This is an optimization exercise on Yosys and OpenROAD, whose aim is small area, a short achievable clock period and few clock cycles per item, not a production implementation.
In this exercise RTL edits were held to simulation tests only and were not proved equivalent to the original.

## v12
// float64_mul
module float64_mul (
        ap_clk,
        ap_rst,
        ap_start,
        ap_done,
        ap_idle,
        ap_ready,
        a,
        b,
        ap_return
);
==> flow/config.mk <==
export PLATFORM = sky130hd
export DESIGN_NAME = float64_mul
export DESIGN_NICKNAME = float64_mul
export VERILOG_FILES = /design/flow/design.v
export SDC_FILE = /design/flow/constraint.sdc
export NUM_CORES = 4
export LEC_CHECK = 0
export CAP_MARGIN = 30
export CORE_MARGIN = 2
export CORE_UTILIZATION = 45
export SETUP_SLACK_MARGIN = 2.5
export SLEW_MARGIN = 30
==> flow/constraint.sdc <==
create_clock -name core_clock -period 10.0 [get_ports {ap_clk}]
set_input_delay 2.0000 -clock core_clock [delete_from_list [all_inputs] [get_ports {ap_clk}]]
set_output_delay 2.0000 -clock core_clock [all_outputs]
set_load 0.01 [all_outputs]
standard.sh (not shown) runs the stock make flow with config.mk's settings and CLKGATE_MAP_FILE= SYNTH_SCRIPT=/design/flow/synth_recipe.tcl, a recipe that flattens the netlist after the stock synthesis.
==> flow/flow/run.sh <==
#!/bin/bash
# The standard layout (the standard.sh, unchanged synthesis), except that the port
# buffers that global placement inserts on every input and output are plain
# sky130_fd_sc_hd__buf_4 cells instead of the delay buffers buffer_ports picks by default.
set -euo pipefail
export BUFFER_PORTS_ARGS="-buffer_cell sky130_fd_sc_hd__buf_4"
bash standard.sh finish > orfs_make.log 2>&1
Testbench counts of v12, summed over its fixed seeds: cycles 9,600, items 2,400.
diff inputs: v12 => v34
- SLEW_MARGIN changed from 30 to 25
- CAP_MARGIN changed from 30 to 25
==> flow/flow/run.sh <==
#!/bin/bash
# The standard layout (the standard.sh, unchanged synthesis), except that the port
# buffers that global placement inserts on every input and output are plain
# sky130_fd_sc_hd__buf_2 cells instead of the delay buffers buffer_ports picks by default.
set -euo pipefail
export BUFFER_PORTS_ARGS="-buffer_cell sky130_fd_sc_hd__buf_2"
bash standard.sh finish > orfs_make.log 2>&1
[summary]
Status: sequential cell count parity (v12, v34)
First-iteration DRC count sits lower in v34 than in v12.
v12 -> v34: hold slack flat
Comparing v12 and v34, worst path setup slack after routing is higher on v12.
Between v12 and v34, the final period demand of the worst path is lower for v12.
Relative to v34, the following input files were edited for v35:
- changing SLEW_MARGIN from 25 to 30
- setting PLACE_DENSITY to 0.65 for the first time
- changing CAP_MARGIN from 25 to 30
==> flow/flow/run.sh <==
#!/bin/bash
# The standard layout (the standard.sh, unchanged synthesis), except that the port
# buffers that global placement inserts on every input and output are plain
# sky130_fd_sc_hd__buf_4 cells instead of the delay buffers buffer_ports picks by default.
set -euo pipefail
export BUFFER_PORTS_ARGS="-buffer_cell sky130_fd_sc_hd__buf_4"
bash standard.sh finish > orfs_make.log 2>&1
--- outcome ---
The critical path class comes out in -> reg in one run and reg -> out in the other, namely in v35 and v34 respectively. On v35: core utilization is 0.67 points higher than what v34 gave. Cell count in v35 is 36 lower than in v34. Diff v34 -> v35: final wirelength fell by about 0.9%.
Edits applied to the flow inputs when going from v35 to v8:
- SETUP_SLACK_MARGIN changed from 2.5 to 3.0
- PLACE_DENSITY removed (was 0.65)
- CORE_UTILIZATION changed from 45 to 40
--- outcome ---
v8 completed end to end with timing, DRC and antenna clean.
Diff v35 -> v8: final setup slack of the worst path up 0.15 ns, floorplan die area saw an increase, number of logic stages on the critical path including buffering fell 1.
Note that the global-route wire length before repair recorded for v35 amounts to 0.945 times the value seen in v8.
Final cell count (v8 over v35): increase, 4.7%
Relative to v8, the following input files were edited for v50:
- changing SLEW_MARGIN from 30 to 25
- setting PLACE_DENSITY to 0.65 for the first time
- changing CAP_MARGIN from 30 to 25
- changing CORE_UTILIZATION from 40 to 45
==> flow/flow/run.sh <==
#!/bin/bash
# The standard layout (the standard.sh, unchanged synthesis), except that the port
# buffers that global placement inserts on every input and output are plain
# sky130_fd_sc_hd__buf_2 cells instead of the delay buffers buffer_ports picks by default.
set -euo pipefail
export BUFFER_PORTS_ARGS="-buffer_cell sky130_fd_sc_hd__buf_2"
bash standard.sh finish > orfs_make.log 2>&1
Results
- | number of placed instances with taps included | v50 vs v8 | 135 lower |
- Compared with v8, v50 shows a higher post-placement setup slack.
- Compared with v8, average vias per placed instance in v50 increased by a few percent.
- Summary of v50 over v8: post-route non-filler standard cell count fell about 3%.
- Compared with v8, in v50 global placement routability congestion moved up, worst hold slack level, area of the die moved down.
Input-level comparison between v49 and v50:
- swapping 3.0 for 2.75 in SETUP_SLACK_MARGIN
## What came out
- Against v50, v49 comes in 0.034 ns lower on worst-margin pin slew.
- Going from v50 to v49, critical path depth has decreased, register fraction of the total cell area has increased, fraction of layout cells with a size suffix above 1 has decreased, clock period minus worst slack has increased, synthesis-to-layout area growth has decreased.

-- port drivers added, routing unchanged --
The results above use ideal ports. As a check the final layouts listed here were re-extracted and re-timed, cells and wires unchanged.
Step 1 assumes that a clkbuf_16 drives the clock port and a buf_2 every other input.
Step 2 adds t to the input delays and takes it off the output delays; t is the mean of the earliest and latest rising clock arrival at the registers after step 1. Input paths then give back, and output paths get back, about the clock's delay inside the block.
Three values: ideal ports, drivers, drivers and shift; two values: the first two.
run | t (ns) | slack for setup (ns) | worst setup path after step 2
v12 | 0.644 | 2.564 / 2.505 / 2.117 | input to register
v34 | 0.639 | 2.554 / 2.497 / 2.060 | input to register
v35 | 0.643 | 2.573 / 2.521 / 1.966 | input to register
v8 | 0.645 | 2.721 / 2.661 / 2.367 | input to register
v50 | 0.634 | 2.735 / 2.676 / 2.434 | input to register
v49 | 0.634 | 2.682 / 2.622 / 2.091 | input to register
After both steps every run listed still meets setup and hold. The setup slack of v35, which loses most, moves by -0.052 ns with the drivers and by -0.607 ns with both steps.
